Source: an optimization exercise on an open RTL-to-GDS flow (aim: small area, a short achievable clock period and few clock cycles per item). Production flows keep margins and buffers that such runs may drop. Function was checked by simulation only, so behaviour that the tests miss may differ from the original. Power is estimated from default activity; no workload was simulated.

**design/flow/design.v**
```verilog
`timescale 1ns / 1ps
module DEC(a, d);
    parameter DATAWIDTH = 8;
    input [DATAWIDTH-1:0] a;
    output reg [DATAWIDTH-1:0] d;
    always @ (a) begin
        d <= a - 1;
    end
endmodule
`timescale 1ns / 1ps
module INC(a, d);
    parameter DATAWIDTH = 0;
    input [DATAWIDTH-1:0] a;
    output reg [DATAWIDTH-1:0] d;
    always @ (a) begin
       d <= a + 1;
    end
endmodule
`timescale 1ns / 1ps
module MOD(a, b, rem);
    parameter DATAWIDTH = 0;
    input [DATAWIDTH-1:0] a, b;
    output reg [DATAWIDTH-1:0] rem;
    always @ (a, b) begin
       rem <= a % b;
    end
endmodule
`timescale 1ns / 1ps
module COMP(a, b, gt, lt, eq);
    parameter DATAWIDTH = 2;
    input [DATAWIDTH-1:0] a, b;
    output reg gt, lt, eq;
    always @ (a, b) begin
        gt <= 0; lt <= 0; eq <= 0;
        if(a > b)
            gt <= 1;
        else if(a < b) 
            lt <= 1;
        else 
            eq <= 1;
    end
endmodule
`timescale 1ns / 1ps
module MUX2x1(a, b, sel, d);
    parameter DATAWIDTH = 2;
    input [DATAWIDTH-1:0] a, b;
    input sel;
    output reg [DATAWIDTH-1:0] d;
    always @ (a, b, sel) begin
        if(~sel)
            d <= a;
        else
            d <= b;
    end
endmodule
`timescale 1ns / 1ps
module REG(d, clk, rst, q);
    parameter DATAWIDTH = 16;
    input [DATAWIDTH-1:0] d;
    input clk, rst;
    output reg [DATAWIDTH-1:0] q;
    always @(posedge clk) begin
        if(rst)
            q <= 0;
        else 
            q <= d;
    end
endmodule
`timescale 1ns / 1ps
module circuit8(a, b, c, zero, clk, rst, start, z, done);
    input [63:0] a, b, c, zero;
    input clk, rst;
    input start;
    output [63:0] z;
    output done;
    wire [63:0] e, f, g, zwire;
    wire  gEQz;
    DEC     #(.DATAWIDTH(64))   DEC_0(a, e);
    INC     #(.DATAWIDTH(64))   INC_0(c, f);
    MOD     #(.DATAWIDTH(64))   MOD_0(a, c, g);
    COMP    #(.DATAWIDTH(64))   COMP_0(.a(g), .b(zero), .eq(gEQz));
    MUX2x1  #(.DATAWIDTH(64))   MUX2x1_0(f, e, gEQz, zwire);
    REG     #(.DATAWIDTH(64))   REG_0(zwire, clk, rst, z);
    REG     #(.DATAWIDTH(1))    REG_1(start, clk, rst, done);
endmodule
```
**design/flow/run.sh**
```bash
#!/bin/bash
# synth_recipe.tcl (not shown) runs the flow's synth.tcl, then flattens the netlist and writes it again
# the make line also repeats each setting of config.mk as NAME=value (left out here)
make -C /OpenROAD-flow-scripts/flow DESIGN_CONFIG=/design/flow/config.mk WORK_HOME=/design/flow/orfs CLKGATE_MAP_FILE= SYNTH_SCRIPT=/design/flow/synth_recipe.tcl finish
```
**design/flow/config.mk**
```make
export PLATFORM = sky130hd
export DESIGN_NAME = circuit8
export DESIGN_NICKNAME = circuit8
export VERILOG_FILES = /design/flow/design.v
export SDC_FILE = /design/flow/constraint.sdc
export NUM_CORES = 4
export LEC_CHECK = 0
export CAP_MARGIN = 20
export CORE_MARGIN = 2
export CORE_UTILIZATION = 25
export SETUP_SLACK_MARGIN = 5
export SLEW_MARGIN = 20
```
**design/flow/constraint.sdc**
```tcl
create_clock -name core_clock -period 250.0 [get_ports {clk}]
set_input_delay 50.0000 -clock core_clock [delete_from_list [all_inputs] [get_ports {clk}]]
set_output_delay 50.0000 -clock core_clock [all_outputs]
set_load 0.01 [all_outputs]
```
==> run notes <==
[sequential cells by signal, indices dropped and copies added (netlist names)]
signal	flops
REG_0.q	64
REG_1.q	1
[per-layer routing]
metal	global-route usage (%)	up-vias
li1	-	86900
met1	40.1	88800
met2	47.8	9323
met3	4.76	2000
met4	19.7	34
met5	0	-
[repair_timing]
item / 4_1_cts / 5_1_grt
resized for setup: 23 / 213
cloned: 0 / 0
setup buffers: 0 / 36
pin swaps: 0 / 20
setup endpoints to repair: 64 / 64
[per-stage QoR]
stage	hold WS, ns	instances	area, µm²	setup slack, ns
2_1_floorplan	50.13	19700	130000	15.76
3_3_place_gp	50.56	33600	195000	1.01
3_5_place_dp	50.56	33600	195000	2.04
4_1_cts	50.21	33600	196000	5.01
5_1_grt	50.21	33600	197000	4.50
6_report	50.21	33700	197000	10.07
[logic make-up (layout without fill, tap and decap cells)]
logic type	count (synthesis)	count (layout)
muxes	254	254
other	0	27
buffers and inverters	1408	8412
xor gates and xnor gates	1720	1720
adders and majority gates	2149	2149
AOI/OAI and AO/OA	6638	6638
and+or+nand+nor	7484	7484
DFF	65	65
[layout make-up]
cell class	count	area share (%)
Antenna cell	27	0.0343
Clock buffer	10	0.121
Clock inverter	6	0.0261
Inverter	740	1.44
Multi-Input combinational cell	18200	63.3
Sequential cell	65	0.661
Tap cell	6916	4.40
Timing Repair Buffer	7656	30.1
[cell usage in the layout, fill, tap and decap left out, types with 155 or more instances in the layout]
cell	synthesis	final
o21a_1	447	443
clkdlybuf4s50_1	0	251
a21oi_1	1793	1756
inv_1	735	694
nand4_1	250	250
a21o_1	875	870
o21bai_1	215	212
nand2_1	2517	2512
o211ai_1	164	164
nor2b_1	281	280
buf_4	4	7311
a211oi_1	223	206
nor2_1	2084	2058
and2_1	161	160
a31oi_1	301	282
xor2_1	653	653
nor3_1	536	519
xnor2_1	1067	1067
and3_1	179	177
nand3_1	536	533
mux2_2	155	155
o21ai_0	1168	1145
nand2b_1	202	202
or3_1	235	232
ha_1	2148	2148
==> qor.yml <==
routing:
  wl_per_cell_um: 25.5
  vias: 187000
  first_iter_violations: 20600
  wl_met3_um: 79100
  wl_met1_um: 352000
  totalWireLength_um: 857000
  ant_nets: 0
  vias_per_cell: 5.56
  topRoutingLayerUsed: "met5"
  met2_length_um: 359000
  first_pass_iters: 9
  drc: 0
placement:
  routabilityCongestion: 1.09
  hpwl_um: 727000
  io_buffers: 259
clock_network:
  cts_max_level: 3
  clkTransAtPathRegs_ns: 0.06
  cts_tree: "done"
  root_buffer: "clkbuf_16"
  cts-hold-fix-buffers: 0
  cts_made_buffers: 9
  cts_max_path_buffers: 2
  clkSinkCount: 65
critical_path:
  cp_slowest_cell: "clkdlybuf4s50_1"
  path_depth: 1158
  crit_type: "input pin to flip-flop"
  critPathCaptureType: "flip-flop"
  worst-path-buf-inv: 224
  cp_max_fo: 31
  crit_path_start: "c[35]"
  worstPathRequired_ns: 250.18
  slowest_delay_ns: 0.78
  arrival_ns: 240.11
  crit_end: "REG_0.q[47]"
  cp_top_family: "compound AO/OA/AOI/OAI gates"
  cpMostUsedCell: "buf_4"
  critPathLaunchType: "input pin"
floorplanning:
  core_area_um2: 517000
  rows: 264
  initial_utilization_pct: 25.1
  die_h_um: 724
  die_w_um: 724
  pin_count: 324
  die-area_um2: 524000
hold_path:
  min_to: "REG_1.q"
  whs_path_depth: 2
  hold_path_startpoint: "start"
  min_path_type: "input pin to flip-flop"
cells_and_area:
  multi_input_area_um2: 124000
  layout-drive-gt1-share_pct: 30.9
  area_growth_pct: 51.8
  fin_util_pct: 38.1
  seq_area_um2: 1300
  nets: 29100
  n_fill_cell: 55000
global_routing:
  track_usage_pct: 31.0
  grt_remaining_overflow: 0
  grt_pass1_vias: 176000
  grt_pass1_wl_um: 1210000
  antenna_found_initial: 69
  grt_max_degree: 66
power:
  p_clk_mw: 0.0122
  switchingPower_mw: 0.298
  powerSeq_mw: 0.0112
  internal_power_mw: 0.288
  powerComb_mw: 0.563
  seqPwrFrac_pct: 1.9
  p_leak_nw: 98.4
  p_clk_share_pct: 2.1
  total_power_mw: 0.586
  power.density_nw_per_um2: 2.98
  max-vdd-ir-drop_mv: 0.00322
  p_sw_share_pct: 50.8
  maxPowerGroup: "combinational logic"
  p_comb_share_pct: 96.0
timing:
  slew_headroom_pct: 7.77
  tns_ns: 0
  hold_viol: 0
  finalSetupViolations: 0
  fin_crit_sh_pct: 96.0
  tightest_slew_ns: 1.38
  slew_viol_final: 0
  max_freq_mhz: 4.17
  rsz0062_at_grt: "false"
  min_period_ns: 239.93
outcome:
  status: "complete, no violations"
logic_synthesis:
  synth_warnings: 7
  yosysMostFrequentCell: "nand2_1"
  synth_fa_ha_area_share_pct: 20.7
  syn-cell-area_um2: 130000
  synth_area_per_cell_um2: 6.57
  seq_area_frac_synth_pct: 1.00
  yosysTopAreaCell: "ha_1"
  synth_cell_types: 122
  syn_inst: 19700
  synthTopCellsByCount: "2,517 x nand2_1, 2,148 x ha_1, 2,084 x nor2_1, 1,793 x a21oi_1, 1,168 x o21ai_0"
  synth_xor_area_share_pct: 11.6
  synth-compound-area-share_pct: 33.7
  ys.flop_type: "dfxtp_1"
  synth.net_count: 22100
  synth-async-reset-ratio_pct: 0
  synth.area.top_cells: "ha_1 21%, nand2_1 7.3%, xnor2_1 7.2%"
  synth_top_area_share_pct: 20.7
  synthSimpleGateAreaFrac_pct: 26.7
  ys_ff_latch: 65
  synth_top_family_by_area: "compound AO/OA/AOI/OAI gates"
  synth.area.mux_share_pct: 2.11
  synth_edf_count: 0
job:
  max_cap_violations: 0
Testbench counts, summed over its fixed seeds: cycles 12,000, items 12,000.

separate check: timing with driven ports:
How much do the figures lean on ideal ports? The routed layout below was timed once more, with nothing changed but the port constraints.
Step 1 sets driving cells, clkbuf_16 on the clock port and buf_2 on the other inputs (assumed; they add their load-dependent delay and slew).
Step 2, shift: input delay + t, output delay - t, t = (earliest + latest rising clock arrival at the registers) / 2. This alone moves slack from input paths to output paths.
Slacks: ideal / step 1 / step 2; pairs: ideal / step 1.
shift t [ns]: 0.379
setup WS [ns]: 10.070 / 10.058 / 9.679
hold WS [ns]: 50.213 / 50.195 / 50.574
latest minus earliest clock arrival (ns): 0.008 / 0.008
slew at the worst register clock pin (ns): 0.06 / 0.06
After both steps this run still meets setup and hold. For this run, drivers alone change the setup slack by -0.012 ns; drivers and shift together by -0.391 ns.
